Background: an optimization exercise with open tools, aiming at small area and a short achievable clock period. Do not read the settings as production practice. Only simulation tests tie the RTL to the original design; equivalence was not proved. No activity file was given, so power comes from the tool's default toggle rates.

**config.mk**
```make
export PLATFORM = sky130hd
export DESIGN_NAME = dwt_haar2d
export DESIGN_NICKNAME = dwt_haar2d
export VERILOG_FILES = /design/flow/design.v
export SDC_FILE = /design/flow/constraint.sdc
export NUM_CORES = 4
export LEC_CHECK = 0
export CAP_MARGIN = 20
export CORE_MARGIN = 2
export CORE_UTILIZATION = 40
export SLEW_MARGIN = 20
```
**constraint.sdc**
```tcl
create_clock -name core_clock -period 7.0 [get_ports {HCLK}]
set_input_delay 1.4000 -clock core_clock [delete_from_list [all_inputs] [get_ports {HCLK}]]
set_output_delay 1.4000 -clock core_clock [all_outputs]
set_load 0.01 [all_outputs]
```
**design.v**
```verilog
module dwt_haar2d
#(parameter WIDTH = 128                      
)
(
    input                     HCLK,          
    input                     HRESETn,       
    input                     in_valid,      
    input       [7:0]         in_r0,         
    input       [7:0]         in_g0,
    input       [7:0]         in_b0,
    input       [7:0]         in_r1,         
    input       [7:0]         in_g1,
    input       [7:0]         in_b1,
    output reg                out_valid,
    output reg  signed [9:0]  out_r_ca,
    output reg  signed [9:0]  out_g_ca,
    output reg  signed [9:0]  out_b_ca,
    output reg  signed [9:0]  out_r_ch,
    output reg  signed [9:0]  out_g_ch,
    output reg  signed [9:0]  out_b_ch,
    output reg  signed [9:0]  out_r_cv,
    output reg  signed [9:0]  out_g_cv,
    output reg  signed [9:0]  out_b_cv,
    output reg  signed [9:0]  out_r_cd,
    output reg  signed [9:0]  out_g_cd,
    output reg  signed [9:0]  out_b_cd
);
localparam PAIRS = WIDTH/2;
reg [7:0] col;                               
reg       row_odd;                           
reg signed [8:0] org_R_L [0 : PAIRS-1];
reg signed [8:0] org_G_L [0 : PAIRS-1];
reg signed [8:0] org_B_L [0 : PAIRS-1];
reg signed [8:0] org_R_H [0 : PAIRS-1];
reg signed [8:0] org_G_H [0 : PAIRS-1];
reg signed [8:0] org_B_H [0 : PAIRS-1];
wire [9:0] sum_r  = {2'b00, in_r0} + {2'b00, in_r1};
wire [9:0] sum_g  = {2'b00, in_g0} + {2'b00, in_g1};
wire [9:0] sum_b  = {2'b00, in_b0} + {2'b00, in_b1};
wire [9:0] diff_r = {2'b00, in_r0} - {2'b00, in_r1};
wire [9:0] diff_g = {2'b00, in_g0} - {2'b00, in_g1};
wire [9:0] diff_b = {2'b00, in_b0} - {2'b00, in_b1};
wire signed [8:0] DATA_R_L = sum_r[9:1];
wire signed [8:0] DATA_G_L = sum_g[9:1];
wire signed [8:0] DATA_B_L = sum_b[9:1];
wire signed [8:0] DATA_R_H = diff_r[9:1];
wire signed [8:0] DATA_G_H = diff_g[9:1];
wire signed [8:0] DATA_B_H = diff_b[9:1];
always @(posedge HCLK, negedge HRESETn) begin
    if (!HRESETn) begin
        col     <= 0;
        row_odd <= 1'b0;
    end else if (in_valid) begin
        if (col == PAIRS-1) begin
            col     <= 0;
            row_odd <= ~row_odd;
        end else begin
            col     <= col + 1;
        end
    end
end
always @(posedge HCLK) begin
    if (in_valid && !row_odd) begin
        org_R_L[col] <= DATA_R_L;
        org_G_L[col] <= DATA_G_L;
        org_B_L[col] <= DATA_B_L;
        org_R_H[col] <= DATA_R_H;
        org_G_H[col] <= DATA_G_H;
        org_B_H[col] <= DATA_B_H;
    end
end
always @(posedge HCLK, negedge HRESETn) begin
    if (!HRESETn)
        out_valid <= 1'b0;
    else
        out_valid <= in_valid && row_odd;
end
always @(posedge HCLK) begin
    if (in_valid && row_odd) begin
        out_r_ca <= org_R_L[col] + DATA_R_L;
        out_g_ca <= org_G_L[col] + DATA_G_L;
        out_b_ca <= org_B_L[col] + DATA_B_L;
        out_r_ch <= org_R_L[col] - DATA_R_L;
        out_g_ch <= org_G_L[col] - DATA_G_L;
        out_b_ch <= org_B_L[col] - DATA_B_L;
        out_r_cv <= org_R_H[col] + DATA_R_H;
        out_g_cv <= org_G_H[col] + DATA_G_H;
        out_b_cv <= org_B_H[col] + DATA_B_H;
        out_r_cd <= org_R_H[col] - DATA_R_H;
        out_g_cd <= org_G_H[col] - DATA_G_H;
        out_b_cd <= org_B_H[col] - DATA_B_H;
    end
end
endmodule
```
**run.sh**
```bash
#!/bin/bash
# synth_recipe.tcl (not shown) runs the flow's synth.tcl, then flattens the netlist and writes it again
# the make line also repeats each setting of config.mk as NAME=value (left out here)
make -C /OpenROAD-flow-scripts/flow DESIGN_CONFIG=/design/flow/config.mk WORK_HOME=/design/flow/orfs CLKGATE_MAP_FILE= SYNTH_SCRIPT=/design/flow/synth_recipe.tcl finish
```
==> results of run 1 <==
[power groups by stage]
stage | clock (uW) | combinational [uW] | sequential [uW]
3_3_place_gp | 0 | 17000 | 23600
6_report | 17200 | 17700 | 23200
2_1_floorplan | 0 | 9450 | 23600
5_1_grt | 18000 | 18200 | 23200
4_1_cts | 17200 | 17200 | 23200
3_5_place_dp | 0 | 17200 | 23600
[stage by stage]
step                utilization [%]  std cells  instance area, um^2  hold slack (ns)
floorplan                         -       6963               122000            0.459
global placement               43.2      11200               132000            0.475
detailed placement             43.2      11200               132000            0.496
CTS                            46.6      11800               142000            0.506
global route                   46.6      11800               142000            0.519
finish                         46.6      11800               142000            0.517
[placed cells by master, fill, tap and decap left out, types with 62 or more instances in the layout]
cell type        netlist  routed
edfxtp_1            3183    3183
o22ai_1              440     440
a22oi_1              428     428
clkbuf_16              0     334
buf_4                 36     333
nor2_1               275     195
a21oi_1              185     185
clkdlybuf4s50_1        0     168
a221oi_1             167     167
ha_1                 140     140
mux2_2               139     139
mux2i_1              137     137
inv_1                143     136
a22o_1               107     107
o21ai_0               99      99
o221ai_1              95      95
nand2_1               93      86
a31oi_1               84      84
nor2_4                 2      76
clkinv_1               1      76
xnor2_1               84      73
clkinv_2               0      62
[kinds of logic after synthesis]
family / Yosys count
flip-flops: 3193
AO/OA/AOI/OAI: 1909
AND/OR/NAND/NOR: 700
buffers and inverters: 575
multiplexers: 308
adder cells (fa/ha/maj): 158
XOR/XNOR: 117
other: 1
[synth_stat cells, types with 36 or more instances]
cell      count  share of area (%)
edfxtp_1   3183                 78
o22ai_1     440                2.2
a22oi_1     428                2.6
nor2_1      275               0.84
a21oi_1     185               0.76
a221oi_1    167                1.2
buf_2       160               0.65
clkbuf_1    146               0.45
inv_1       143               0.44
ha_1        140                1.4
mux2_2      139                1.3
mux2i_1     137                1.1
a22o_1      107               0.77
o21ai_0      99               0.40
o221ai_1     95               0.68
nand2_1      93               0.29
a31oi_1      84               0.43
xnor2_1      84               0.60
buf_1        74               0.23
nor3_1       63               0.26
nor4_1       62               0.32
o21bai_1     46               0.28
nand4_1      40               0.20
o22a_1       40               0.29
buf_4        36               0.22
[cell type report]
class	count	area [um^2]
timing repair buffer	562	5400
inverter	145	547
fill	25800	163000
multi-input combinational	3195	25000
clock inverter	188	1750
clock buffer	390	8570
sequential	3193	95800
antenna	16	40.0
tap	4100	5130
[per-layer routing]
| metal | vias up | wire length (um) | track usage (%) |
|---|---|---|---|
| met5 | - | 0 | 0 |
| met4 | 0 | 29200 | 15.6 |
| met3 | 1242 | 66400 | 7.84 |
| met2 | 6643 | 202000 | 43.0 |
| met1 | 39900 | 166000 | 38.9 |
| li1 | 29700 | - | - |
[state kept, by name, indices dropped and copies added (netlist names), 512 cells and up]
register,count
org_B_H,512
org_B_L,512
org_R_H,512
org_G_L,512
org_R_L,512
org_G_H,512
[worst register-to-register path: cells and delay by family (launching register included)]
family | cells | cell delay [ns]
AOI/OAI and AO/OA | 10 | 2.67
xor gates and xnor gates | 1 | 0.10
adders and majority gates | 1 | 0.62
buffers and inverters | 2 | 0.37
DFF | 1 | 0.64
and+or+nand+nor | 2 | 1.51
[worst paths after layout]
kind	start	endpoint	depth (start not counted)
min	col[7]	col[7]	1
max in group asynchronous	HRESETn	col[1]	1
max	col[2]	out_g_ch[7]	16
min reg2reg	col[7]	col[7]	1
min in group asynchronous	HRESETn	col[5]	1
max reg2reg	col[2]	out_g_ch[7]	16
==> reports/metrics.yaml, run 1 <==
route:
  drc: 0
  ant_nets: 0
  wl_per_cell_um: 39.3
  via_per_inst: 6.57
  dr.first_iter.drc_count: 14900
  dr.pass1.iters: 8
  drt_wl_total_um: 463000
  num_vias: 77400
synth:
  synth_xor_area_share_pct: 0.837
  synth_top_family_by_area: "compound AO/OA/AOI/OAI gates"
  synth_ff_type: "edfxtp_1"
  synth-simple-area-share_pct: 2.81
  synthesis.area_um2: 122000
  yosys_warnings: 1
  synthCells: 6961
  synth_cell_types: 91
  synthMuxAreaShare_pct: 2.99
  synthArstFlopShare_pct: 0.313
  ys_ff_latch: 3193
  synth_edf_count: 3183
  synth-seq-area-share_pct: 78.3
  postSynthAreaPerCell_um2: 17.6
  synth_fa_ha_area_share_pct: 1.72
  synth_compound_area_share_pct: 11.3
timing:
  drv_slew: 0
  finalHoldViolCount: 0
  worstMarginPinSlew_ns: 1.26
  setup-tns-final_ns: 0
  max_freq_mhz: 162
  grt_setup_unrepaired: "no"
  fin_crit_sh_pct: 88.4
  worst_slack_ns: 0.811
  max_slew_margin_pct: 15.1
  finalCriticalPeriod_ns: 6.19
  setup_viol: 0
  finalClockSkew_ns: 0.0580
floorplanning:
  core-area_um2: 305000
  fp.dieH_um: 557
  die-area_um2: 311000
  start_util_pct: 40.1
  rows: 203
  die_w_um: 557
  ios: 172
placement:
  hpwl_um: 257000
  gp_congestion: 0.910
  io_buffers: 168
  pre_cts_slack_ns: 1.19
setup_path:
  slowest_stage: "nor4_1"
  end_kind: "register"
  cp_data_required_time_ns: 7.61
  criticalPathCategory: "reg -> reg"
  r2r_setup_slack_ns: 0.81
  arrival_ns: 6.80
  cp_max_fo: 49
  crit_family: "compound AO/OA/AOI/OAI gates"
  cpPeakStageDelay_ns: 0.95
  crit_top_cell: "a21oi_1"
  critPathBufInv: 2
  crit_path_start_kind: "register"
  crit_chain: "buf_12 > and2_1 > a221oi_1 > a21oi_1 > a221oi_1 > o22ai_1 > nor4_1 > o21ai_0 > ha_1 > inv_1 > a21oi_1 > o21bai_1 > a21oi_1 > o21bai_1 > a21oi_1 > xor2_1"
power_and_ir_drop:
  switching_power_uw: 19900
  finalPower_uw: 58100
  p_leak_uw: 0.0451
  switching_share_pct: 34.3
  seqPwrFrac_pct: 39.9
  power-per-cell-area_nw_per_um2: 408
  p_comb_share_pct: 30.5
  p_clk_share_pct: 29.6
  power.internal_uw: 38200
  ir_drop_uv: 210
clock_network:
  postCtsSetupRepairBufs: 0
  cts_made_buffers: 325
  tritoncts: "built"
  clock_sinks: 3193
  clkTransAtPathRegs_ns: 0.06
  hold_buffers: 0
  clk_latency_ns: 0.91
  clock_path_buffers: 4
  cts-root-buf: "clkbuf_16"
  htree_levels: 5
  cts_resized: 0
status:
  status: "complete, no violations"
final_layout:
  drive_above_1_share_pct: 15.7
  area_growth_syn_to_layout_pct: 16.2
  nNetsFinal: 7631
worst_hold_path:
  hp-class: "reg -> reg"
global_routing:
  gr-total-overflow: 0
  grt_start_max_net_pins: 103
  globalRouteTotalUtil_pct: 29.0
  grt_pass1_wl_um: 617000
  grt_pass1_vias: 71700
  antenna_found_initial: 27
job:
  drv_cap: 0
==> inputs of run 2 (changes only) <==
==> design.v (replaced) <==
module dwt_haar2d
#(parameter WIDTH = 128                      
)
(
    input                     HCLK,          
    input                     HRESETn,       
    input                     in_valid,      
    input       [7:0]         in_r0,         
    input       [7:0]         in_g0,
    input       [7:0]         in_b0,
    input       [7:0]         in_r1,         
    input       [7:0]         in_g1,
    input       [7:0]         in_b1,
    output reg                out_valid,
    output reg  signed [9:0]  out_r_ca,
    output reg  signed [9:0]  out_g_ca,
    output reg  signed [9:0]  out_b_ca,
    output reg  signed [9:0]  out_r_ch,
    output reg  signed [9:0]  out_g_ch,
    output reg  signed [9:0]  out_b_ch,
    output reg  signed [9:0]  out_r_cv,
    output reg  signed [9:0]  out_g_cv,
    output reg  signed [9:0]  out_b_cv,
    output reg  signed [9:0]  out_r_cd,
    output reg  signed [9:0]  out_g_cd,
    output reg  signed [9:0]  out_b_cd
);
localparam PAIRS = WIDTH/2;
reg        v1;                               
reg [47:0] pix;                              
always @(posedge HCLK, negedge HRESETn) begin
    if (!HRESETn)
        v1 <= 1'b0;
    else
        v1 <= in_valid;
end
always @(posedge HCLK)
    pix <= {in_r0, in_g0, in_b0, in_r1, in_g1, in_b1};
wire [7:0] r0 = pix[47:40], g0 = pix[39:32], b0 = pix[31:24];
wire [7:0] r1 = pix[23:16], g1 = pix[15:8],  b1 = pix[7:0];
reg [5:0] col;                               
reg       row_odd;                           
always @(posedge HCLK, negedge HRESETn) begin
    if (!HRESETn) begin
        col     <= 6'd0;
        row_odd <= 1'b0;
    end else if (v1) begin
        col <= col + 6'd1;
        if (col == PAIRS-1)
            row_odd <= ~row_odd;
    end
end
wire [8:0] sum_r  = {1'b0, r0} + {1'b0, r1};
wire [8:0] sum_g  = {1'b0, g0} + {1'b0, g1};
wire [8:0] sum_b  = {1'b0, b0} + {1'b0, b1};
wire [8:0] diff_r = {1'b0, r0} - {1'b0, r1};
wire [8:0] diff_g = {1'b0, g0} - {1'b0, g1};
wire [8:0] diff_b = {1'b0, b0} - {1'b0, b1};
wire [7:0] L_r = sum_r[8:1],  L_g = sum_g[8:1],  L_b = sum_b[8:1];     
wire [7:0] H_r = diff_r[8:1], H_g = diff_g[8:1], H_b = diff_b[8:1];    
wire [47:0] lh = {L_r, L_g, L_b, H_r, H_g, H_b};
reg [47:0] sr [0:PAIRS-1];
integer i;
always @(posedge HCLK) begin
    if (v1) begin
        sr[0] <= lh;
        for (i = 1; i < PAIRS; i = i + 1)
            sr[i] <= sr[i-1];
    end
end
wire [47:0] top = sr[PAIRS-1];
wire [7:0] tL_r = top[47:40], tL_g = top[39:32], tL_b = top[31:24];
wire [7:0] tH_r = top[23:16], tH_g = top[15:8],  tH_b = top[7:0];
always @(posedge HCLK, negedge HRESETn) begin
    if (!HRESETn)
        out_valid <= 1'b0;
    else
        out_valid <= v1 && row_odd;
end
always @(posedge HCLK) begin
    out_r_ca <= {2'b00, tL_r} + {2'b00, L_r};
    out_g_ca <= {2'b00, tL_g} + {2'b00, L_g};
    out_b_ca <= {2'b00, tL_b} + {2'b00, L_b};
    out_r_ch <= {2'b00, tL_r} - {2'b00, L_r};
    out_g_ch <= {2'b00, tL_g} - {2'b00, L_g};
    out_b_ch <= {2'b00, tL_b} - {2'b00, L_b};
    out_r_cv <= {{2{tH_r[7]}}, tH_r} + {{2{H_r[7]}}, H_r};
    out_g_cv <= {{2{tH_g[7]}}, tH_g} + {{2{H_g[7]}}, H_g};
    out_b_cv <= {{2{tH_b[7]}}, tH_b} + {{2{H_b[7]}}, H_b};
    out_r_cd <= {{2{tH_r[7]}}, tH_r} - {{2{H_r[7]}}, H_r};
    out_g_cd <= {{2{tH_g[7]}}, tH_g} - {{2{H_g[7]}}, H_g};
    out_b_cd <= {{2{tH_b[7]}}, tH_b} - {{2{H_b[7]}}, H_b};
end
endmodule
==> run 2 against run 1 <==
  * Largest cell class unchanged
  * Critical path type is now reg -> out
  * Critical endpoint is now out_g_cv[7]
  * Sequential power is essentially flat
  * Global-route usage shrank 19 points
  * Wire length shrank 71%
  * Highest routed layer unchanged
  * Still clean
  * Flip-flop and latch count grew 38
  * Final cell count shrank 31%
  * Die area shrank 17%
  * Count of clock-buffer cells in the layout grew 15
  * Area after synthesis shrank 17%
==> reports/metrics.yaml, run 2 <==
status:
  status: "complete, no violations"  # unchanged
setup_path:
  r2r_setup_slack_ns: 3.75  # was 0.81 ns
  r2r_start: "pix[10]"  # was col[2]
  r2r_end: "out_g_cd[7]"  # was out_g_ch[7]
  cp_data_required_time_ns: 5.60  # was 7.61 ns
  end_kind: "primary output"  # was register
  criticalPathCategory: "reg -> out"  # was reg -> reg
  cpPeakStageDelay_ns: 0.63  # was 0.95 ns
  crit_path_start_kind: "register"  # unchanged
  cp_max_fo: 1  # was 49
  critPathBufInv: 1  # was 2
  crit_family: "buffers and inverters"  # was compound AO/OA/AOI/OAI gates
  reg2reg_depth: 13  # was 16
  crit_cells: 1  # was 16
  slowest_stage: "clkdlybuf4s50_1"  # was nor4_1
  arrival_ns: 2.10  # was 6.80 ns
  crit_chain: "clkdlybuf4s50_1"  # was buf_12 > and2_1 > a221oi_1 > a21oi_1 > a221oi_1 > o22ai_1 > nor4_1 > o21ai_0 > ha_1 > inv_1 > a21oi_1 > o21bai_1 > a21oi_1 > o21bai_1 > a21oi_1 > xor2_1
route:
  drc: 0  # unchanged
  via_per_inst: 4.50  # was 6.57
  dr.pass1.iters: 5  # was 8
  ant_nets: 0  # unchanged
  dr.first_iter.drc_count: 3434  # was 14900
  wl_per_cell_um: 16.8  # was 39.3 um
  drt_wl_total_um: 136000  # was 463000 um
  num_vias: 36700  # was 77400
clock_network:
  htree_levels: 5  # unchanged
  clk_latency_ns: 0.93  # was 0.91 ns
  cts_resized: 0  # unchanged
  postCtsSetupRepairBufs: 0  # unchanged
  cts-root-buf: "clkbuf_16"  # unchanged
  hold_buffers: 0  # unchanged
  clkTransAtPathRegs_ns: 0.06  # about the same
  tritoncts: "built"  # unchanged
  clock_path_buffers: 4  # unchanged
  cts_made_buffers: 332  # was 325
  clock_sinks: 3231  # was 3193
final_layout:
  mostFrequentLayoutCells: "3072 x edfxtp_1, 336 x clkbuf_16, 168 x clkdlybuf4s50_1"  # was 3183 x edfxtp_1, 440 x o22ai_1, 428 x a22oi_1
  nNetsFinal: 4745  # was 7631
  drive_above_1_share_pct: 11.5  # was 15.7%
  area_growth_syn_to_layout_pct: 16.3  # was 16.2%
  final_common_cell: "edfxtp_1"  # unchanged
  largest_register: "sr"
  reg_top3: "sr (3072), pix (48)"
  largest_reg_flops: 3072
  final_area_um2: 119000  # was 142000 um^2
  num-fill-cells: 20600  # was 25800
floorplanning:
  rows: 185  # was 203
  core-area_um2: 254000  # was 305000 um^2
  fp.dieH_um: 509  # was 557 um
  start_util_pct: 40.2  # was 40.1%
  die_w_um: 509  # was 557 um
  ios: 172  # unchanged
  die-area_um2: 259000  # was 311000 um^2
timing:
  worstMarginPinSlew_ns: 1.05  # was 1.26 ns
  max_freq_mhz: 285  # was 162 MHz
  setup_viol: 0  # unchanged
  setup-tns-final_ns: 0  # unchanged
  worst_slack_ns: 3.50  # was 0.811 ns
  finalHoldViolCount: 0  # unchanged
  fin_crit_sh_pct: 50.1  # was 88.4%
  finalClockSkew_ns: 0.0929  # was 0.0580 ns
  max_slew_margin_pct: 29.8  # was 15.1%
  grt_setup_unrepaired: "no"  # unchanged
  finalCriticalPeriod_ns: 3.50  # was 6.19 ns
  holdWs_ns: 0.346  # was 0.517 ns
  drv_slew: 0  # unchanged
global_routing:
  antenna_found_initial: 13  # was 27
  globalRouteTotalUtil_pct: 10.3  # was 29.0%
  grt_start_max_net_pins: 232  # was 103
  grt_pass1_vias: 35900  # was 71700
  gr-total-overflow: 0  # unchanged
  grt_pass1_wl_um: 209000  # was 617000 um
synth:
  synth_ff_type: "edfxtp_1"  # unchanged
  synth_edf_count: 3072  # was 3183
  synthArstFlopShare_pct: 0.279  # was 0.313%
  synth_cell_types: 70  # was 91
  synth-seq-area-share_pct: 93.7  # was 78.3%
  yosys_warnings: 2  # was 1
  postSynthAreaPerCell_um2: 25.2  # was 17.6 um^2
  yosysMostFrequentCell: "edfxtp_1"  # unchanged
  synthCells: 4042  # was 6961
  synth_top_area_share_pct: 90.5  # was 78.1%
  synthTopCellsByArea: "edfxtp_1 91%, dfxtp_1 2.9%, ha_1 1.8%"  # was edfxtp_1 78%, a22oi_1 2.6%, o22ai_1 2.2%
  synthesis.area_um2: 102000  # was 122000 um^2
  synthTopCellsByCount: "3072 x edfxtp_1, 150 x dfxtp_1, 145 x ha_1"  # was 3183 x edfxtp_1, 440 x o22ai_1, 428 x a22oi_1
  synth.largest_area_cell: "edfxtp_1"  # unchanged
  ys_ff_latch: 3231  # was 3193
power_and_ir_drop:
  p_leak_uw: 0.0406  # was 0.0451 uW
  ir_drop_uv: 259  # was 210 uV
  power-per-cell-area_nw_per_um2: 359  # was 408 nW/um^2
worst_hold_path:
  min_path_cells: 0  # was 1
  hp-class: "reg -> reg"  # unchanged
  hp-start: "sr[2][25]"  # was col[7]
  hold_end: "sr[3][25]"  # was col[7]
placement:
  gp_congestion: 0.786  # was 0.910
  hpwl_um: 67600  # was 257000 um
  dpl_cell_area_um2: 108000  # was 132000 um^2
  io_buffers: 168  # unchanged
  pre_cts_slack_ns: 3.76  # was 1.19 ns
job:
  drv_cap: 0  # unchanged
run 2: cell count changes after synthesis, moves of 133 or more:
cell	delta
a21oi_1	-137
dfxtp_1	+150
o22ai_1	-439
mux2_2	-138
a22oi_1	-428
buf_2	-146
clkbuf_1	-139
a221oi_1	-163
mux2i_1	-133
nor2_1	-228
run 2: per-layer routing:
metal	track usage, %	vias up	routed length, um
met4	3.98	0	4260
li1	-	16800	-
met5	0	-	0
met1	16.3	18900	70900
met2	13.5	659	55400
met3	2.40	317	5770
run 2: how the worst max path moves through the flow:
stage                            from     endpoint
after floorplan                    v1       col[1]
after global placement        pix[10]  out_g_cd[7]
after detailed placement      pix[10]  out_g_cd[7]
after CTS                 out_g_cd[8]  out_g_cd[9]
after global routing      out_g_cd[8]  out_g_cd[8]
final                     out_g_cv[7]  out_g_cv[7]
run 2: stage by stage:
step / util, % / instances / total power, uW
floorplan: - / 4044 / 25300
global placement: 42.5 / 7562 / 25900
detailed placement: 42.5 / 7562 / 25900
CTS: 46.7 / 8139 / 43300
global route: 46.7 / 8141 / 44300
finish: 46.7 / 8141 / 42500
run 2: logic make-up (layout without fill, tap and decap cells):
| logic type | Yosys count | in the layout | synth area share, % |
|---|---|---|---|
| flip-flops | 3231 | 3231 | 93.7 |
| AO/OA/AOI/OAI | 191 | 191 | 1.50 |
| buffers and inverters | 174 | 904 | 0.774 |
| adder cells (fa/ha/maj) | 163 | 163 | 2.13 |
| AND/OR/NAND/NOR | 160 | 160 | 0.823 |
| XOR/XNOR | 117 | 117 | 1.01 |
| multiplexers | 5 | 5 | 0.0503 |
| other | 1 | 4 | 0.00368 |
run 2: layout make-up:
cell class                 count  area (um^2)  area share, %
antenna                        1         2.50        0.00211
clock buffer                 405         8770           7.40
clock inverter               172         1850           1.56
inverter                     123          462          0.390
multi-input combinational    639         5630           4.75
sequential                  3231        95500           80.6
tap                         3366         4210           3.55
timing repair buffer         204         2120           1.79
run 2: report_power, final:
part           switching, uW  total, uW  leakage (uW)  internal, uW
clock network           6860      17100       0.00516         10200
logic                   1220       2200       0.00396           976
registers                551      23300        0.0314         22700
==> inputs of run 3 (changes only) <==
--- a/design.v
+++ b/design.v
@@ -27,19 +27,14 @@
 );
 localparam PAIRS = WIDTH/2;
 reg        v1;                               
-reg [47:0] pix;                              
+reg [5:0]  col;                              
+reg        row_odd;                          
 always @(posedge HCLK, negedge HRESETn) begin
     if (!HRESETn)
         v1 <= 1'b0;
     else
         v1 <= in_valid;
 end
-always @(posedge HCLK)
-    pix <= {in_r0, in_g0, in_b0, in_r1, in_g1, in_b1};
-wire [7:0] r0 = pix[47:40], g0 = pix[39:32], b0 = pix[31:24];
-wire [7:0] r1 = pix[23:16], g1 = pix[15:8],  b1 = pix[7:0];
-reg [5:0] col;                               
-reg       row_odd;                           
 always @(posedge HCLK, negedge HRESETn) begin
     if (!HRESETn) begin
         col     <= 6'd0;
@@ -50,15 +45,17 @@
             row_odd <= ~row_odd;
     end
 end
-wire [8:0] sum_r  = {1'b0, r0} + {1'b0, r1};
-wire [8:0] sum_g  = {1'b0, g0} + {1'b0, g1};
-wire [8:0] sum_b  = {1'b0, b0} + {1'b0, b1};
-wire [8:0] diff_r = {1'b0, r0} - {1'b0, r1};
-wire [8:0] diff_g = {1'b0, g0} - {1'b0, g1};
-wire [8:0] diff_b = {1'b0, b0} - {1'b0, b1};
-wire [7:0] L_r = sum_r[8:1],  L_g = sum_g[8:1],  L_b = sum_b[8:1];     
-wire [7:0] H_r = diff_r[8:1], H_g = diff_g[8:1], H_b = diff_b[8:1];    
-wire [47:0] lh = {L_r, L_g, L_b, H_r, H_g, H_b};
+wire [8:0] sum_r  = {1'b0, in_r0} + {1'b0, in_r1};
+wire [8:0] sum_g  = {1'b0, in_g0} + {1'b0, in_g1};
+wire [8:0] sum_b  = {1'b0, in_b0} + {1'b0, in_b1};
+wire [8:0] diff_r = {1'b0, in_r0} - {1'b0, in_r1};
+wire [8:0] diff_g = {1'b0, in_g0} - {1'b0, in_g1};
+wire [8:0] diff_b = {1'b0, in_b0} - {1'b0, in_b1};
+reg [47:0] lh;                               
+always @(posedge HCLK)
+    lh <= {sum_r[8:1], sum_g[8:1], sum_b[8:1], diff_r[8:1], diff_g[8:1], diff_b[8:1]};
+wire [7:0] L_r = lh[47:40], L_g = lh[39:32], L_b = lh[31:24];     
+wire [7:0] H_r = lh[23:16], H_g = lh[15:8],  H_b = lh[7:0];       
 reg [47:0] sr [0:PAIRS-1];
 integer i;
 always @(posedge HCLK) begin
--- a/config.mk
+++ b/config.mk
@@ -7,5 +7,10 @@
 export LEC_CHECK = 0
 export CAP_MARGIN = 20
 export CORE_MARGIN = 2
-export CORE_UTILIZATION = 40
+export CORE_UTILIZATION = 65
+export CTS_BUF_LIST = sky130_fd_sc_hd__clkbuf_16
+export CTS_CLUSTER_DIAMETER = 100
+export CTS_CLUSTER_SIZE = 22
+export PLACE_DENSITY = 0.85
+export SETUP_SLACK_MARGIN = 4.6
 export SLEW_MARGIN = 20
==> run 3 against run 2 <==
  * Fmax increased by 28%
  * Power decreased by 15%
  * Register-to-register slack improved by 0.76 ns
  * Core utilization increased by 25 points
  * Clock skew decreased by 0.058 ns
  * Flip-flop and latch count unchanged
  * Sequential power about the same
  * Largest cell class unchanged
  * Wire length increased by 24%
  * Highest routed layer is now met5
  * First-iteration DRC count increased by 29%
  * Largest power group unchanged
==> reports/metrics.yaml, run 3 <==
status:
  status: "complete, no violations"  # unchanged
global_routing:
  globalRouteTotalUtil_pct: 20.0  # was 10.3%
  grt_pass1_wl_um: 234000  # was 209000 um
  grt_pass1_vias: 37300  # was 35900
  gr-total-overflow: 0  # unchanged
  grt_start_max_net_pins: 201  # was 232
  antenna_found_initial: 14  # was 13
route:
  num_vias: 38000  # was 36700
  dr.pass1.iters: 6  # was 5
  drt_wl_total_um: 169000  # was 136000 um
  ant_nets: 0  # unchanged
  drc: 0  # unchanged
  via_per_inst: 5.77  # was 4.50
  dr.first_iter.drc_count: 4421  # was 3434
  wl_per_cell_um: 25.6  # was 16.8 um
setup_path:
  cp_max_fo: 1  # unchanged
  r2r_end: "out_b_ca[7]"  # was out_g_cd[7]
  critPathBufInv: 1  # unchanged
  slowest_stage: "dfxtp_4"  # was clkdlybuf4s50_1
  crit_path_start_kind: "register"  # unchanged
  reg2reg_depth: 6  # was 13
  cp-startpoint: "out_g_ch[7]"  # was out_g_cv[7]
  r2r_setup_slack_ns: 4.51  # was 3.75 ns
  criticalPathCategory: "reg -> out"  # unchanged
  crit_cells: 1  # unchanged
  arrival_ns: 1.34  # was 2.10 ns
  cp_data_required_time_ns: 5.60  # about the same
  r2r_start: "sr[63][27]"  # was pix[10]
  cpPeakStageDelay_ns: 0.43  # was 0.63 ns
  crit_chain: "buf_6"  # was clkdlybuf4s50_1
  crit_family: "flip-flops"  # was buffers and inverters
  end_kind: "primary output"  # unchanged
timing:
  max_slew_margin_pct: 24.2  # was 29.8%
  setup_viol: 0  # unchanged
  holdWs_ns: 0.400  # was 0.346 ns
  drv_slew: 0  # unchanged
  fin_crit_sh_pct: 39.2  # was 50.1%
  worst_slack_ns: 4.26  # was 3.50 ns
  finalHoldViolCount: 0  # unchanged
  finalClockSkew_ns: 0.0347  # was 0.0929 ns
  max_freq_mhz: 365  # was 285 MHz
  finalCriticalPeriod_ns: 2.74  # was 3.50 ns
  grt_setup_unrepaired: "yes"  # was no
  setup-tns-final_ns: 0  # unchanged
  worstMarginPinSlew_ns: 1.14  # was 1.05 ns
power_and_ir_drop:
  p_clk_share_pct: 28.3  # was 40.1%
  finalPower_uw: 36200  # was 42500 uW
  switching_share_pct: 21.9  # was 20.3%
  power-per-cell-area_nw_per_um2: 323  # was 359 nW/um^2
  p_leak_uw: 0.0387  # was 0.0406 uW
  seqPwrFrac_pct: 65.0  # was 54.7%
  switching_power_uw: 7920  # was 8630 uW
  p_comb_share_pct: 6.7  # was 5.2%
  ir_drop_uv: 283  # was 259 uV
  power.internal_uw: 28300  # was 33900 uW
synth:
  synthesis.area_um2: 102000  # about the same
  synthTopCellsByCount: "3072 x edfxtp_1, 150 x dfxtp_1, 139 x ha_1, 139 x inv_1, 75 x xnor2_1"  # was 3072 x edfxtp_1, 150 x dfxtp_1, 145 x ha_1
  postSynthAreaPerCell_um2: 25.0  # was 25.2 um^2
  synth_top_area_share_pct: 90.8  # was 90.5%
  synth-seq-area-share_pct: 94.0  # was 93.7%
  synth_edf_count: 3072  # unchanged
  synth_cell_types: 59  # was 70
  synth.largest_area_cell: "edfxtp_1"  # unchanged
  yosys_warnings: 2  # unchanged
  synthCells: 4061  # was 4042
  synthTopCellsByArea: "edfxtp_1 91%, dfxtp_1 3.0%, ha_1 1.7%"  # was edfxtp_1 91%, dfxtp_1 2.9%, ha_1 1.8%
  synthArstFlopShare_pct: 0.279  # unchanged
  yosysMostFrequentCell: "edfxtp_1"  # unchanged
  ys_ff_latch: 3231  # unchanged
  synth_ff_type: "edfxtp_1"  # unchanged
floorplanning:
  core-area_um2: 156000  # was 254000 um^2
  rows: 145  # was 185
  die_w_um: 399  # was 509 um
  start_util_pct: 65.2  # was 40.2%
  ios: 172  # unchanged
  fp.dieH_um: 399  # was 509 um
  die-area_um2: 159000  # was 259000 um^2
final_layout:
  drive_above_1_share_pct: 12.5  # was 11.5%
  ff_latch_area_um2: 95600  # was 95500 um^2
  area_growth_syn_to_layout_pct: 10.4  # was 16.3%
  largest_register: "sr"  # unchanged
  largest_reg_flops: 3072  # unchanged
  num-fill-cells: 8183  # was 20600
  final_area_um2: 112000  # was 119000 um^2
  multi_input_area_um2: 5820  # was 5630 um^2
  final_common_cell: "edfxtp_1"  # unchanged
  mostFrequentLayoutCells: "3072 x edfxtp_1, 212 x inv_1, 171 x clkbuf_16"  # was 3072 x edfxtp_1, 336 x clkbuf_16, 168 x clkdlybuf4s50_1
  reg_top3: "sr (3072), lh (48)"  # was sr (3072), pix (48)
  nNetsFinal: 4646  # was 4745
worst_hold_path:
  hp-start: "sr[1][19]"  # was sr[2][25]
  hold_end: "sr[2][19]"  # was sr[3][25]
  min_path_cells: 0  # unchanged
  hp-class: "reg -> reg"  # unchanged
clock_network:
  clock_path_buffers: 3  # was 4
  clk_latency_ns: 0.80  # was 0.93 ns
  cts-root-buf: "clkbuf_16"  # unchanged
  tritoncts: "built"  # unchanged
  clkTransAtPathRegs_ns: 0.10  # was 0.06 ns
  cts_made_buffers: 165  # was 332
  htree_levels: 4  # was 5
  clock_sinks: 3231  # unchanged
  hold_buffers: 0  # unchanged
placement:
  pre_cts_slack_ns: 3.10  # was 3.76 ns
  gp_congestion: 0.812  # was 0.786
  dpl_cell_area_um2: 106000  # was 108000 um^2
  hpwl_um: 71800  # was 67600 um
  io_buffers: 168  # unchanged
job:
  drv_cap: 0  # unchanged
## run 3: cell count changes after synthesis, sizes merged, moves of 7 or more
cell,delta
nor2,+28
o21a,+12
inv,+16
xor2,-10
a21o,-9
nor2b,+12
and2,-8
o211ai,+7
o21ba,-8
nor3,+10
nor3b,-12
## run 3: layout make-up
type | instances | area share (%)
Timing Repair Buffer | 256 | 2.52
Multi-Input combinational cell | 645 | 5.19
Clock inverter | 95 | 0.397
Sequential cell | 3231 | 85.3
Tap cell | 2058 | 2.30
Clock buffer | 171 | 3.82
Antenna cell | 3 | 0.00670
Inverter | 139 | 0.471
## run 3: worst max-delay path by stage
stage                             end  slack, ns
after floorplan                col[1]     -15.82
after global placement         lh[46]       3.17
after detailed placement       lh[46]       3.10
after CTS                 out_g_ca[8]       4.18
after global routing      out_g_ca[6]       4.18
final                     out_g_ch[7]       4.26
## run 3: layer usage
metal	part of all wire, %	track usage (%)	vias up
li1	-	-	16400
met2	48	31.1	1650
met3	7.2	4.36	408
met5	0.024	0	-
met1	41	29.2	19500
met4	3.1	6.21	6
## run 3: cells by family after synthesis
family          after synthesis  share of synthesized area, %
flops                      3231                          94.0
simple gates                195                         0.908
compound gates              187                          1.32
buf+inv                     187                         0.791
fa+ha+maj                   157                          2.07
xor+xnor                    102                         0.880
other cells                   1                       0.00369
mux                           1                        0.0111
## run 3: power by group through the flow
stage	logic [uW]	clock network (uW)	registers, uW
after floorplan	850	0	24500
after global placement	2030	0	23700
after detailed placement	2130	0	23800
after CTS	2190	10400	23500
after global routing	2580	11000	23600
final	2440	10200	23500
## run 3: what timing repair did
action / 4_1_cts / 5_1_grt
cloned: 6 / 0
pin swaps: 23 / 44
endpoints found under the setup margin: 2440 / 1087
buffers inserted: 18 / 31
gates resized for setup: 701 / 128
## run 3: per-stage QoR
step                util, %  instances
floorplan                 -       4063
finish                 72.0       6598
global route           72.0       6595
global placement       68.1       6274
detailed placement     68.1       6274
CTS                    71.5       6564
==> inputs of run 4 (changes only) <==
==> config.mk (replaced) <==
export PLATFORM = sky130hd
export DESIGN_NAME = dwt_haar2d
export DESIGN_NICKNAME = dwt_haar2d
export VERILOG_FILES = /design/flow/design.v
export SDC_FILE = /design/flow/constraint.sdc
export NUM_CORES = 4
export LEC_CHECK = 0
export CAP_MARGIN = 20
export CORE_MARGIN = 2
export CORE_UTILIZATION = 40
export SLEW_MARGIN = 20
==> run 4 against run 3 <==
  * Wire length decreased by 22%
  * Count of clock-buffer cells in the layout increased by 240
  * First-iteration DRC count decreased by 21%
  * Combinational power decreased by 9.0%
  * Highest routed layer is now met4
==> reports/metrics.yaml, run 4 <==
clock_network:
  cts_made_buffers: 338  # was 165
  clock_sinks: 3231  # unchanged
  clock_path_buffers: 4  # was 3
  clk_latency_ns: 0.93  # was 0.80 ns
  tritoncts: "built"  # unchanged
  cts_resized: 0  # was 701
  clkTransAtPathRegs_ns: 0.07  # was 0.10 ns
  postCtsSetupRepairBufs: 0  # was 18
  hold_buffers: 0  # unchanged
  cts-root-buf: "clkbuf_16"  # unchanged
  htree_levels: 5  # was 4
global_routing:
  grt_pass1_wl_um: 204000  # was 234000 um
  antenna_found_initial: 23  # was 14
  grt-busiest-layer: "met1"  # was met2
  grt_pass1_vias: 36000  # was 37300
  globalRouteTotalUtil_pct: 9.93  # was 20.0%
  grt_util_met2_pct: 13.3  # was 31.1%
  met3_usage_pct: 2.47  # was 4.36%
  gr-total-overflow: 0  # unchanged
  met1_usage_pct: 15.3  # was 29.2%
  grt_start_max_net_pins: 177  # was 201
synth:
  synthTopCellsByArea: "edfxtp_1 91%, dfxtp_1 3.0%, ha_1 1.7%"  # unchanged
  synthArstFlopShare_pct: 0.279  # unchanged
  synth_top_area_share_pct: 90.8  # unchanged
  synth_cell_types: 59  # unchanged
  synthTopCellsByCount: "3072 x edfxtp_1, 150 x dfxtp_1, 139 x ha_1, 139 x inv_1, 75 x xnor2_1"  # unchanged
  yosysMostFrequentCell: "edfxtp_1"  # unchanged
  postSynthAreaPerCell_um2: 25.0  # unchanged
  synthCells: 4061  # unchanged
  yosys_warnings: 2  # unchanged
  ys_ff_latch: 3231  # unchanged
  synth-seq-area-share_pct: 94.0  # unchanged
  synth_edf_count: 3072  # unchanged
  synth.largest_area_cell: "edfxtp_1"  # unchanged
  synthesis.area_um2: 102000  # unchanged
  synth_ff_type: "edfxtp_1"  # unchanged
setup_path:
  cpPeakStageDelay_ns: 0.60  # was 0.43 ns
  r2r_start: "v1"  # was sr[63][27]
  criticalPathCategory: "reg -> out"  # unchanged
  crit_cells: 1  # unchanged
  slowest_stage: "clkdlybuf4s50_1"  # was dfxtp_4
  end_kind: "primary output"  # unchanged
  crit_family: "buffers and inverters"  # was flip-flops
  crit_chain: "clkdlybuf4s50_1"  # was buf_6
  crit_path_start_kind: "register"  # unchanged
  cp_max_fo: 1  # unchanged
  cp_data_required_time_ns: 5.60  # about the same
  r2r_setup_slack_ns: 4.15  # was 4.51 ns
  arrival_ns: 1.97  # was 1.34 ns
  r2r_end: "sr[11][24]"  # was out_b_ca[7]
  critPathBufInv: 1  # unchanged
  reg2reg_depth: 2  # was 6
final_layout:
  nNetsFinal: 4784  # was 4646
  area_growth_syn_to_layout_pct: 16.3  # was 10.4%
  final_common_cell: "edfxtp_1"  # unchanged
  drive_above_1_share_pct: 10.6  # was 12.5%
  reg_top3: "sr (3072), lh (48)"  # unchanged
  largest_reg_flops: 3072  # unchanged
  layout.cells.non_filler: 8174  # was 6598
  largest_register: "sr"  # unchanged
  post-route-util_pct: 46.9  # was 72.0%
  mostFrequentLayoutCells: "3072 x edfxtp_1, 342 x clkbuf_16, 168 x clkdlybuf4s50_1"  # was 3072 x edfxtp_1, 212 x inv_1, 171 x clkbuf_16
  num-fill-cells: 20300  # was 8183
power_and_ir_drop:
  p_leak_uw: 0.0404  # was 0.0387 uW
  power-per-cell-area_nw_per_um2: 358  # was 323 nW/um^2
  ir_drop_uv: 266  # was 283 uV
floorplanning:
  ios: 172  # unchanged
  core-area_um2: 252000  # was 156000 um^2
  die_w_um: 508  # was 399 um
  die-area_um2: 258000  # was 159000 um^2
  fp.dieH_um: 508  # was 399 um
  rows: 184  # was 145
  start_util_pct: 40.3  # was 65.2%
status:
  status: "complete, no violations"  # unchanged
timing:
  max_freq_mhz: 297  # was 365 MHz
  setup-tns-final_ns: 0  # unchanged
  finalCriticalPeriod_ns: 3.37  # was 2.74 ns
  grt_setup_unrepaired: "no"  # was yes
  drv_slew: 0  # unchanged
  fin_crit_sh_pct: 48.1  # was 39.2%
  max_slew_margin_pct: 33.8  # was 24.2%
  finalHoldViolCount: 0  # unchanged
  holdWs_ns: 0.375  # was 0.400 ns
  setup_viol: 0  # unchanged
  worstMarginPinSlew_ns: 0.980  # was 1.14 ns
  worst_slack_ns: 3.63  # was 4.26 ns
  finalClockSkew_ns: 0.0574  # was 0.0347 ns
worst_hold_path:
  hp-class: "reg -> reg"  # unchanged
  min_path_cells: 0  # unchanged
  hold_end: "sr[1][45]"  # was sr[2][19]
  hp-start: "sr[0][45]"  # was sr[1][19]
placement:
  placed_cells: 7584  # was 6274
  pre_cts_slack_ns: 3.44  # was 3.10 ns
  gp_congestion: 0.774  # was 0.812
  hpwl_um: 65100  # was 71800 um
  io_buffers: 168  # unchanged
route:
  dr.first_iter.drc_count: 3511  # was 4421
  drc: 0  # unchanged
  num_vias: 36800  # was 38000
  via_per_inst: 4.50  # was 5.77
  ant_nets: 0  # unchanged
  wl_per_cell_um: 16.2  # was 25.6 um
  drt_wl_total_um: 132000  # was 169000 um
  dr.pass1.iters: 5  # was 6
job:
  drv_cap: 0  # unchanged
[run 4: cell counts after synthesis]
No cell type changed its count.
[run 4: area by class of cell]
type | count | area, um^2 | area share [%]
tap | 3348 | 4190 | 3.55
antenna | 2 | 5.00 | 0.00424
timing repair buffer | 221 | 2250 | 1.91
clock buffer | 411 | 8880 | 7.52
multi-input combinational | 645 | 5280 | 4.47
clock inverter | 177 | 1510 | 1.28
sequential | 3231 | 95500 | 80.8
inverter | 139 | 522 | 0.442
[run 4: how the worst max path moves through the flow]
stage / from / to / slack, ns
after floorplan: v1 / col[1] / -15.82
after global placement: in_r1[2] / lh[46] / 3.46
after detailed placement: in_r1[2] / lh[46] / 3.44
after CTS: out_b_ch[7] / out_b_ch[7] / 3.48
after global routing: out_b_ch[7] / out_b_ch[7] / 3.51
final: out_b_ch[7] / out_b_ch[7] / 3.63
[run 4: routing by layer]
layer | up-vias | wire length, um
met2 | 741 | 54300
met3 | 331 | 6520
met1 | 18800 | 67100
met4 | 0 | 4350
met5 | - | 0
li1 | 16900 | -
[run 4: kinds of logic after synthesis]
family                     share of synthesized area, %
other                                           0.00369
and+or+nand+nor                                   0.908
buffers and inverters                             0.791
xor gates and xnor gates                          0.880
muxes                                            0.0111
AOI/OAI and AO/OA                                  1.32
DFF                                                94.0
adders and majority gates                          2.07
[run 4: through the flow]
stage	total power, uW	area, um^2
global route	44000	118000
floorplan	25300	102000
detailed placement	26000	108000
finish	42300	118000
CTS	43000	118000
global placement	25900	108000
[run 4: where the power goes]
group          switching (uW)  internal, uW  leakage [uW]
Clock                    6860          9880       0.00507
Combinational            1240           979       0.00392
Sequential                542         22800        0.0314
Total                    8650         33600        0.0404
==> inputs of run 5 (changes only) <==
--- a/config.mk
+++ b/config.mk
@@ -8,4 +8,7 @@
 export CAP_MARGIN = 20
 export CORE_MARGIN = 2
 export CORE_UTILIZATION = 40
+export CTS_BUF_LIST = sky130_fd_sc_hd__clkbuf_8
+export CTS_CLUSTER_SIZE = 30
+export SETUP_SLACK_MARGIN = 5
 export SLEW_MARGIN = 20
==> run 5 against run 4 <==
  * Sequential power hardly changed
  * Register-to-register slack better by 0.79 ns
  * Clock skew is 0.036 ns higher
  * Non-clock buffer count is 69 higher
  * Synthesized cell count stayed put
  * Combinational power is 13% higher
  * Die area stayed put
  * Via count is 4.6% higher
  * Critical path type unchanged
  * Critical endpoint unchanged
  * Largest power group unchanged
==> reports/metrics.yaml, run 5 <==
clock_network:
  htree_levels: 6  # was 5
  clk_latency_ns: 1.07  # was 0.93 ns
  tritoncts: "built"  # unchanged
  cts_made_buffers: 531  # was 338
  clkTransAtPathRegs_ns: 0.07  # about the same
  hold_buffers: 0  # unchanged
  clock_path_buffers: 4  # unchanged
  cts-root-buf: "clkbuf_8"  # was clkbuf_16
  clock_sinks: 3231  # unchanged
timing:
  setup-tns-final_ns: 0  # unchanged
  finalCriticalPeriod_ns: 2.95  # was 3.37 ns
  setup_viol: 0  # unchanged
  drv_slew: 0  # unchanged
  fin_crit_sh_pct: 42.1  # was 48.1%
  max_freq_mhz: 339  # was 297 MHz
  finalHoldViolCount: 0  # unchanged
  finalClockSkew_ns: 0.0938  # was 0.0574 ns
  worstMarginPinSlew_ns: 0.778  # was 0.980 ns
  max_slew_margin_pct: 48.2  # was 33.8%
  grt_setup_unrepaired: "yes"  # was no
job:
  drv_cap: 0  # unchanged
setup_path:
  arrival_ns: 1.55  # was 1.97 ns
  slowest_stage: "dfxtp_4"  # was clkdlybuf4s50_1
  crit_family: "flip-flops"  # was buffers and inverters
  critPathBufInv: 1  # unchanged
  crit_path_start_kind: "register"  # unchanged
  cp_data_required_time_ns: 5.60  # about the same
  crit_chain: "buf_6"  # was clkdlybuf4s50_1
  cpPeakStageDelay_ns: 0.40  # was 0.60 ns
  criticalPathCategory: "reg -> out"  # unchanged
  end_kind: "primary output"  # unchanged
  cp_max_fo: 1  # unchanged
power_and_ir_drop:
  p_leak_uw: 0.0416  # was 0.0404 uW
  seqPwrFrac_pct: 57.8  # was 55.1%
  switching_share_pct: 22.1  # was 20.5%
  p_comb_share_pct: 6.2  # was 5.3%
  power-per-cell-area_nw_per_um2: 340  # was 358 nW/um^2
  ir_drop_uv: 244  # was 266 uV
  power.internal_uw: 31500  # was 33600 uW
  switching_power_uw: 8920  # was 8650 uW
  finalPower_uw: 40400  # was 42300 uW
  p_clk_share_pct: 36.0  # was 39.6%
synth:
  synthCells: 4061  # unchanged
  synth.largest_area_cell: "edfxtp_1"  # unchanged
  synthTopCellsByArea: "edfxtp_1 91%, dfxtp_1 3.0%, ha_1 1.7%"  # unchanged
  synth_top_area_share_pct: 90.8  # unchanged
  synth_ff_type: "edfxtp_1"  # unchanged
  synth_cell_types: 59  # unchanged
  synth_edf_count: 3072  # unchanged
  synthesis.area_um2: 102000  # unchanged
  yosysMostFrequentCell: "edfxtp_1"  # unchanged
  synthTopCellsByCount: "3072 x edfxtp_1, 150 x dfxtp_1, 139 x ha_1, 139 x inv_1, 75 x xnor2_1"  # unchanged
  synth-seq-area-share_pct: 94.0  # unchanged
  postSynthAreaPerCell_um2: 25.0  # unchanged
  ys_ff_latch: 3231  # unchanged
  yosys_warnings: 2  # unchanged
  synthArstFlopShare_pct: 0.279  # unchanged
route:
  dr.first_iter.drc_count: 3135  # was 3511
  wl_per_cell_um: 16.5  # was 16.2 um
  dr.pass1.iters: 5  # unchanged
  num_vias: 38500  # was 36800
  drt_wl_total_um: 141000  # was 132000 um
  ant_nets: 0  # unchanged
  drc: 0  # unchanged
  via_per_inst: 4.50  # about the same
floorplanning:
  die_w_um: 508  # unchanged
  die-area_um2: 258000  # unchanged
  ios: 172  # unchanged
  rows: 184  # unchanged
  core-area_um2: 252000  # unchanged
  fp.dieH_um: 508  # unchanged
  start_util_pct: 40.3  # unchanged
worst_hold_path:
  hp-class: "reg -> reg"  # unchanged
final_layout:
  mostFrequentLayoutCells: "3072 x edfxtp_1, 543 x clkbuf_8, 281 x inv_1"  # was 3072 x edfxtp_1, 342 x clkbuf_16, 168 x clkdlybuf4s50_1
  post-route-util_pct: 47.3  # was 46.9%
  final_common_cell: "edfxtp_1"  # unchanged
  reg_top3: "sr (3072), lh (48)"  # unchanged
  drive_above_1_share_pct: 21.4  # was 10.6%
  layout.cells.non_filler: 8553  # was 8174
  nNetsFinal: 5046  # was 4784
  largest_reg_flops: 3072  # unchanged
  largest_register: "sr"  # unchanged
  area_growth_syn_to_layout_pct: 17.2  # was 16.3%
  final_area_um2: 119000  # was 118000 um^2
global_routing:
  gr-total-overflow: 0  # unchanged
  grt-busiest-layer: "met1"  # unchanged
  grt_pass1_vias: 38500  # was 36000
  antenna_found_initial: 27  # was 23
  met3_usage_pct: 3.23  # was 2.47%
  grt_util_met2_pct: 14.2  # was 13.3%
  met1_usage_pct: 15.8  # was 15.3%
  grt_start_max_net_pins: 151  # was 177
  globalRouteTotalUtil_pct: 10.6  # was 9.93%
  grt_pass1_wl_um: 216000  # was 204000 um
placement:
  gp_congestion: 0.774  # unchanged
  io_buffers: 168  # unchanged
  hpwl_um: 65100  # unchanged
  placed_cells: 7584  # unchanged
  dpl_cell_area_um2: 108000  # unchanged
status:
  status: "complete, no violations"  # unchanged
run 5: cells by family after synthesis:
logic type / after synthesis / synth area share, %
fa+ha+maj: 157 / 2.07
flops: 3231 / 94.0
mux: 1 / 0.0111
buf+inv: 187 / 0.791
other cells: 1 / 0.00369
compound gates: 187 / 1.32
simple gates: 195 / 0.908
xor+xnor: 102 / 0.880
run 5: power by group through the flow:
stage | clock, uW | combinational (uW) | sequential (uW)
floorplan | 0 | 850 | 24500
global placement | 0 | 2230 | 23700
detailed placement | 0 | 2260 | 23700
CTS | 15300 | 2340 | 23400
global route | 16100 | 2730 | 23500
finish | 14600 | 2500 | 23400
run 5: per-stage QoR:
stage / worst slack [ns] / hold slack [ns]
final: 4.05 / 0.359
after global routing: 3.93 / 0.346
after CTS: 3.88 / 0.348
after detailed placement: 3.44 / 0.405
after global placement: 3.46 / 0.400
after floorplan: -15.82 / 0.400
run 5: layer usage:
layer,vias up,part of all wire [%]
li1,17500,-
met1,19600,49
met2,960,42
met3,340,5.9
met4,0,2.8
met5,-,0
run 5: layout make-up:
type / instances / area [um^2]
flip-flops and latches: 3231 / 95600
inverters: 139 / 524
well taps: 3348 / 4190
repair buffers: 290 / 3290
fillers: 20300 / 133000
multi-input cells: 645 / 6080
clock buffers: 543 / 7470
diodes: 4 / 10.0
clock inverters: 353 / 1820
run 5: repair_timing:
item / in CTS / in global routing
pin swaps: 41 / 62
endpoints found under the hold margin: 0 / 0
endpoints found under the setup margin: 2960 / 891
gates cloned: 11 / 1
buffers inserted: 26 / 31
resized for setup: 769 / 178
run 5: path summary, 6_finish.rpt:
check	endpoint	slack, ns	depth (start not counted)	startpoint
hold reg to reg	sr[44][10]	0.36	0	sr[43][10]
setup / recovery	out_b_ch[7]	4.05	1	out_b_ch[7]
min in group asynchronous	row_odd	0.69	1	HRESETn
setup reg to reg	out_g_cv[8]	4.94	6	sr[63][8]
hold / removal	sr[44][10]	0.36	0	sr[43][10]
max in group asynchronous	v1	5.94	1	HRESETn
==> inputs of run 6 (changes only) <==
--- a/config.mk
+++ b/config.mk
@@ -7,8 +7,10 @@
 export LEC_CHECK = 0
 export CAP_MARGIN = 20
 export CORE_MARGIN = 2
-export CORE_UTILIZATION = 40
-export CTS_BUF_LIST = sky130_fd_sc_hd__clkbuf_8
+export CORE_UTILIZATION = 70
+export CTS_BUF_LIST = sky130_fd_sc_hd__clkbuf_16
+export CTS_CLUSTER_DIAMETER = 100
 export CTS_CLUSTER_SIZE = 30
+export PLACE_DENSITY = 0.75
 export SETUP_SLACK_MARGIN = 5
 export SLEW_MARGIN = 20
==> run 6 against run 5 <==
  * Worst setup slack better by 0.30 ns
  * Clock skew shrank 0.058 ns
  * Power shrank 15%
  * Combinational power fell by 4%
  * Clock power decreased by 43%
==> reports/metrics.yaml, run 6 <==
timing:
  finalClockSkew_ns: 0.0355  # was 0.0938 ns
  finalHoldViolCount: 0  # unchanged
  fin_crit_sh_pct: 37.9  # was 42.1%
  finalCriticalPeriod_ns: 2.65  # was 2.95 ns
  max_freq_mhz: 377  # was 339 MHz
  setup-tns-final_ns: 0  # unchanged
  drv_slew: 0  # unchanged
  worstMarginPinSlew_ns: 0.699  # was 0.778 ns
  grt_setup_unrepaired: "yes"  # unchanged
  max_slew_margin_pct: 53.4  # was 48.2%
  setup_viol: 0  # unchanged
clock_network:
  cts-root-buf: "clkbuf_16"  # was clkbuf_8
  cts_made_buffers: 117  # was 531
  clock_sinks: 3231  # unchanged
  clk_latency_ns: 0.76  # was 1.07 ns
  htree_levels: 3  # was 6
  hold_buffers: 0  # unchanged
  clkTransAtPathRegs_ns: 0.11  # was 0.07 ns
  clock_path_buffers: 3  # was 4
  tritoncts: "built"  # unchanged
placement:
  io_buffers: 168  # unchanged
  gp_congestion: 0.827  # was 0.774
  hpwl_um: 64600  # was 65100 um
  placed_cells: 6120  # was 7584
route:
  ant_nets: 0  # unchanged
  drc: 0  # unchanged
  wl_per_cell_um: 22.6  # was 16.5 um
  via_per_inst: 5.63  # was 4.50
  dr.pass1.iters: 5  # unchanged
  num_vias: 36100  # was 38500
  drt_wl_total_um: 145000  # was 141000 um
  dr.first_iter.drc_count: 3467  # was 3135
synth:
  synth-seq-area-share_pct: 94.0  # unchanged
  synthTopCellsByCount: "3072 x edfxtp_1, 150 x dfxtp_1, 139 x ha_1, 139 x inv_1, 75 x xnor2_1"  # unchanged
  yosysMostFrequentCell: "edfxtp_1"  # unchanged
  yosys_warnings: 2  # unchanged
  ys_ff_latch: 3231  # unchanged
  synthesis.area_um2: 102000  # unchanged
  synth_edf_count: 3072  # unchanged
  synth_cell_types: 59  # unchanged
  synth.largest_area_cell: "edfxtp_1"  # unchanged
  synthArstFlopShare_pct: 0.279  # unchanged
  synth_ff_type: "edfxtp_1"  # unchanged
  synthTopCellsByArea: "edfxtp_1 91%, dfxtp_1 3.0%, ha_1 1.7%"  # unchanged
  synthCells: 4061  # unchanged
  postSynthAreaPerCell_um2: 25.0  # unchanged
  synth_top_area_share_pct: 90.8  # unchanged
power_and_ir_drop:
  power-per-cell-area_nw_per_um2: 307  # was 340 nW/um^2
  p_leak_uw: 0.0382  # was 0.0416 uW
  ir_drop_uv: 285  # was 244 uV
final_layout:
  layout.cells.non_filler: 6418  # was 8553
  reg_top3: "sr (3072), lh (48)"  # unchanged
  num-fill-cells: 6954  # was 20300
  post-route-util_pct: 77.4  # was 47.3%
  area_growth_syn_to_layout_pct: 9.55  # was 17.2%
  nNetsFinal: 4630  # was 5046
  drive_above_1_share_pct: 14.6  # was 21.4%
  mostFrequentLayoutCells: "3072 x edfxtp_1, 201 x inv_1, 123 x clkbuf_16"  # was 3072 x edfxtp_1, 543 x clkbuf_8, 281 x inv_1
  final_common_cell: "edfxtp_1"  # unchanged
  largest_reg_flops: 3072  # unchanged
  largest_register: "sr"  # unchanged
setup_path:
  cp_max_fo: 1  # unchanged
  crit_path_start_kind: "register"  # unchanged
  crit_cells: 1  # unchanged
  r2r_setup_slack_ns: 4.84  # was 4.94 ns
  cp-startpoint: "out_valid"  # was out_b_ch[7]
  critPathBufInv: 1  # unchanged
  cpPeakStageDelay_ns: 0.37  # was 0.40 ns
  arrival_ns: 1.25  # was 1.55 ns
  criticalPathCategory: "reg -> out"  # unchanged
  r2r_start: "sr[63][0]"  # was sr[63][8]
  crit_chain: "buf_2"  # was buf_6
  crit_family: "flip-flops"  # unchanged
  endpoint: "out_valid"  # was out_b_ch[7]
  end_kind: "primary output"  # unchanged
  reg2reg_depth: 10  # was 6
  r2r_end: "out_b_cd[8]"  # was out_g_cv[8]
  cp_data_required_time_ns: 5.60  # about the same
  slowest_stage: "dfrtp_1"  # was dfxtp_4
global_routing:
  grt_pass1_wl_um: 209000  # was 216000 um
  gr-total-overflow: 0  # unchanged
  grt_pass1_vias: 34800  # was 38500
  globalRouteTotalUtil_pct: 18.8  # was 10.6%
  antenna_found_initial: 4  # was 27
  grt_start_max_net_pins: 141  # was 151
floorplanning:
  fp.dieH_um: 385  # was 508 um
  die_w_um: 385  # was 508 um
  start_util_pct: 70.6  # was 40.3%
  core-area_um2: 144000  # was 252000 um^2
  die-area_um2: 148000  # was 258000 um^2
  ios: 172  # unchanged
  rows: 139  # was 184
worst_hold_path:
  hp-class: "reg -> reg"  # unchanged
status:
  status: "complete, no violations"  # unchanged
job:
  drv_cap: 0  # unchanged
run 6: cell count changes in the layout (fill, tap and decap cells not counted), sizes merged:
cell and change:
dlymetal6s2s -11, bufbuf -1, clkdlybuf4s50 -18, bufinv -9, clkbuf -416, diode -2
clkinvlp -20, clkdlybuf4s15 +3, inv -82, clkinv -152, buf +18
run 6: worst min-delay path by stage:
stage / start / to / slack, ns / cells after the start
after floorplan: sr[9][0] / sr[10][0] / 0.40 / 0
after global placement: sr[21][28] / sr[22][28] / 0.40 / 0
after detailed placement: sr[9][5] / sr[10][5] / 0.40 / 0
after CTS: sr[28][30] / sr[29][30] / 0.41 / 0
after global routing: sr[10][14] / sr[11][14] / 0.42 / 0
final: sr[28][30] / sr[29][30] / 0.40 / 0
run 6: what timing repair did:
item | CTS | global route
endpoints found under the setup margin | 3059 | 1177
pin swaps | 64 | 79
resized for setup | 878 | 198
hold endpoints to repair | 0 | 0
gates cloned | 8 | 3
buffers inserted | 49 | 26
run 6: worst reg2reg max path, delay by kind of cell, from the launching register on:
family	cells	cell delay, ns
compound gates	4	0.88
flops	1	0.46
fa+ha+maj	2	0.34
buf+inv	3	0.32
simple gates	1	0.05
run 6: report_power, final:
group          total, uW  leakage, uW  internal [uW]  switching, uW
clock network       8370      0.00197           3190           5180
registers          23400       0.0314          22800            659
logic               2400      0.00478           1100           1300
run 6: layout make-up:
cell class	count	area (um^2)	area share (%)
Multi-Input combinational cell	645	6210	5.58
Inverter	139	532	0.478
Clock buffer	120	3000	2.70
Antenna cell	2	5.00	0.00450
Sequential cell	3231	95600	85.9
Tap cell	1903	2380	2.14
Clock inverter	90	394	0.354
Timing Repair Buffer	288	3110	2.80
run 6: layer usage:
metal | GRT usage [%] | part of all wire (%) | vias to the layer above
met4 | 3.65 | 1.9 | 2
met5 | 0 | 0.0076 | -
met3 | 2.89 | 4.6 | 171
met2 | 29.1 | 48 | 826
met1 | 29.8 | 46 | 18700
li1 | - | - | 16400
run 6: through the flow:
step	hold WS [ns]	area [um^2]	worst slack, ns	power (uW)
2_1_floorplan	0.400	102000	-15.82	25300
3_3_place_gp	0.401	106000	3.52	25700
3_5_place_dp	0.405	106000	3.45	25800
4_1_cts	0.411	110000	4.26	34200
5_1_grt	0.421	111000	4.27	35300
6_report	0.405	111000	4.35	34200
run 6: cell families (layout without fill, tap and decap cells):
kind of cell | after synthesis | count (layout) | synth area share, %
compound gates | 187 | 187 | 1.32
fa+ha+maj | 157 | 157 | 2.07
simple gates | 195 | 195 | 0.908
mux | 1 | 1 | 0.0111
flops | 3231 | 3231 | 94.0
xor+xnor | 102 | 102 | 0.880
buf+inv | 187 | 637 | 0.791
other cells | 1 | 5 | 0.00369
==> inputs of run 7 (changes only) <==
--- a/config.mk
+++ b/config.mk
@@ -5,12 +5,13 @@
 export SDC_FILE = /design/flow/constraint.sdc
 export NUM_CORES = 4
 export LEC_CHECK = 0
+export ABC_AREA = 1
 export CAP_MARGIN = 20
 export CORE_MARGIN = 2
 export CORE_UTILIZATION = 70
 export CTS_BUF_LIST = sky130_fd_sc_hd__clkbuf_16
 export CTS_CLUSTER_DIAMETER = 100
-export CTS_CLUSTER_SIZE = 30
+export CTS_CLUSTER_SIZE = 25
 export PLACE_DENSITY = 0.75
 export SETUP_SLACK_MARGIN = 5
 export SLEW_MARGIN = 20
==> run 7 against run 6 <==
  * Still clean on timing, DRC and antenna
  * Synthesized cell count is 11% higher
  * Register-to-register slack improved by 0.13 ns
  * Final cell count is 7.2% higher
  * Worst hold slack worse by 0.0093 ns
  * Die area grew 1.0%
  * Worst setup slack got worse by 0.083 ns
  * Cell area up 1.3%
  * Non-clock buffer count decreased by 31
  * Sequential power barely moved
  * Count of clock-buffer cells in the layout rose by 32
  * First-iteration DRC count rose by 15%
  * Clock skew fell by 0.0054 ns
  * Critical path type unchanged
  * Largest power group unchanged
==> reports/metrics.yaml, run 7 <==
final_layout:
  nNetsFinal: 5073  # was 4630
  largest_reg_flops: 3072  # unchanged
  post-route-util_pct: 77.4  # about the same
  mostFrequentLayoutCells: "3072 x edfxtp_1, 430 x nand2_1, 318 x inv_1"  # was 3072 x edfxtp_1, 201 x inv_1, 123 x clkbuf_16
  area_growth_syn_to_layout_pct: 9.82  # was 9.55%
  drive_above_1_share_pct: 12.5  # was 14.6%
  reg_top3: "sr (3072), lh (48)"  # unchanged
  num-fill-cells: 7215  # was 6954
  final_common_cell: "edfxtp_1"  # unchanged
setup_path:
  crit_path_start_kind: "register"  # unchanged
  cp_max_fo: 1  # unchanged
  crit_chain: "buf_6"  # was buf_2
  critPathBufInv: 1  # unchanged
  crit_family: "flip-flops"  # unchanged
  r2r_start: "lh[38]"  # was sr[63][0]
  cp_data_required_time_ns: 5.60  # about the same
  reg2reg_depth: 9  # was 10
  slowest_stage: "dfxtp_4"  # was dfrtp_1
  end_kind: "primary output"  # unchanged
  r2r_end: "out_g_ca[7]"  # was out_b_cd[8]
timing:
  grt_setup_unrepaired: "yes"  # unchanged
  finalClockSkew_ns: 0.0301  # was 0.0355 ns
  max_slew_margin_pct: 35.6  # was 53.4%
  setup-tns-final_ns: 0  # unchanged
  setup_viol: 0  # unchanged
  finalHoldViolCount: 0  # unchanged
  fin_crit_sh_pct: 39.1  # was 37.9%
  max_freq_mhz: 366  # was 377 MHz
  finalCriticalPeriod_ns: 2.73  # was 2.65 ns
synth:
  ys_ff_latch: 3231  # unchanged
  synth.largest_area_cell: "edfxtp_1"  # unchanged
  synth_edf_count: 3072  # unchanged
  synth_top_area_share_pct: 89.9  # was 90.8%
  synthTopCellsByArea: "edfxtp_1 90%, dfxtp_1 2.9%, ha_1 1.7%"  # was edfxtp_1 91%, dfxtp_1 3.0%, ha_1 1.7%
  synthCells: 4505  # was 4061
  synthTopCellsByCount: "3072 x edfxtp_1, 452 x nand2_1, 253 x inv_1"  # was 3072 x edfxtp_1, 150 x dfxtp_1, 139 x ha_1, 139 x inv_1, 75 x xnor2_1
  yosysMostFrequentCell: "edfxtp_1"  # unchanged
  synthesis.area_um2: 103000  # was 102000 um^2
  yosys_warnings: 2  # unchanged
placement:
  hpwl_um: 73900  # was 64600 um
  io_buffers: 168  # unchanged
  gp_congestion: 0.830  # was 0.827
route:
  drc: 0  # unchanged
  drt_wl_total_um: 157000  # was 145000 um
  dr.first_iter.drc_count: 3989  # was 3467
  ant_nets: 0  # unchanged
  dr.pass1.iters: 6  # was 5
  num_vias: 38700  # was 36100
clock_network:
  cts-root-buf: "clkbuf_16"  # unchanged
  clock_sinks: 3231  # unchanged
  cts_made_buffers: 147  # was 117
  clock_path_buffers: 3  # unchanged
  htree_levels: 4  # was 3
  tritoncts: "built"  # unchanged
floorplanning:
  rows: 140  # was 139
  die-area_um2: 150000  # was 148000 um^2
  ios: 172  # unchanged
  core-area_um2: 146000  # was 144000 um^2
worst_hold_path:
  hp-class: "reg -> reg"  # unchanged
  hp-start: "sr[33][10]"  # was sr[28][30]
  hold_end: "sr[34][10]"  # was sr[29][30]
global_routing:
  antenna_found_initial: 13  # was 4
  globalRouteTotalUtil_pct: 20.8  # was 18.8%
  grt_pass1_wl_um: 232000  # was 209000 um
  gr-total-overflow: 0  # unchanged
  grt_pass1_vias: 37900  # was 34800
  grt_start_max_net_pins: 203  # was 141
power_and_ir_drop:
  power-per-cell-area_nw_per_um2: 314  # was 307 nW/um^2
  ir_drop_uv: 259  # was 285 uV
  p_leak_uw: 0.0404  # was 0.0382 uW
status:
  status: "complete, no violations"  # unchanged
[run 7: changes by cell type in the layout (fill, tap and decap cells not counted), moves of 31 or more]
cell,change
inv_2,+40
nand3_1,+73
inv_1,+117
clkbuf_16,+31
xnor2_1,-54
buf_2,-35
nand2_1,+402
[run 7: power by group]
part,switching (uW),internal (uW),total (uW)
sequential,658,22700,23400
clock,5540,4030,9570
combinational,1490,966,2450
[run 7: kinds of logic after synthesis]
family	synth area share (%)
XOR/XNOR	0.520
flip-flops	93.1
adder cells (fa/ha/maj)	2.05
buffers and inverters	1.38
multiplexers	0.0110
other	0.00366
AND/OR/NAND/NOR	2.51
AO/OA/AOI/OAI	0.453
[run 7: how the worst max path moves through the flow]
stage,start,endpoint,slack (ns),cells past startpoint
finish,out_r_ca[3],out_r_ca[3],4.27,1
CTS,out_r_ca[3],out_r_ca[3],4.21,1
floorplan,v1,row_odd,-15.86,3
global placement,in_g0[6],lh[38],3.84,9
global route,out_r_ca[3],out_r_ca[3],4.21,1
detailed placement,in_r0[1],lh[45],3.86,8
[run 7: layout make-up]
type | instances | area, um^2 | share of cell area [%]
clock buffer | 152 | 3800 | 3.38
multi-input combinational | 930 | 6070 | 5.39
timing repair buffer | 257 | 3130 | 2.78
antenna | 1 | 2.50 | 0.00222
inverter | 298 | 1120 | 0.993
clock inverter | 93 | 474 | 0.421
sequential | 3231 | 95700 | 84.9
tap | 1917 | 2400 | 2.13
[run 7: what timing repair did]
action / in CTS / in global routing
endpoints found under the setup margin: 2956 / 1282
gates resized for setup: 827 / 99
pin swaps: 24 / 19
setup buffers: 17 / 15
gates cloned: 10 / 2
[run 7: routing by layer]
layer  wire [um]  up-vias  share of wire (%)  global-route usage, %
li1            -    17400                  -                      -
met1       71700    19800                 46                   32.4
met2       73500     1171                 47                   32.3
met3        8290      245                5.3                   3.10
met4        3300        2                2.1                   5.06
met5          13        -             0.0083                      0
[run 7: stage by stage]
step	setup WS [ns]	instances	area (um^2)	total power, uW	hold WS, ns
2_1_floorplan	-15.86	4507	103000	25300	0.400
3_3_place_gp	3.84	6589	107000	25800	0.400
3_5_place_dp	3.86	6589	107000	25900	0.405
4_1_cts	4.21	6861	112000	35600	0.400
5_1_grt	4.21	6878	113000	36600	0.416
6_report	4.27	6879	113000	35400	0.395

Setup slack of run 7, layout unchanged: 4.266 ns with ideal ports, 4.186 ns with driving cells assumed (clock clkbuf_16, inputs buf_2), 4.187 ns with port delays also shifted by the 0.878 ns mid clock arrival.
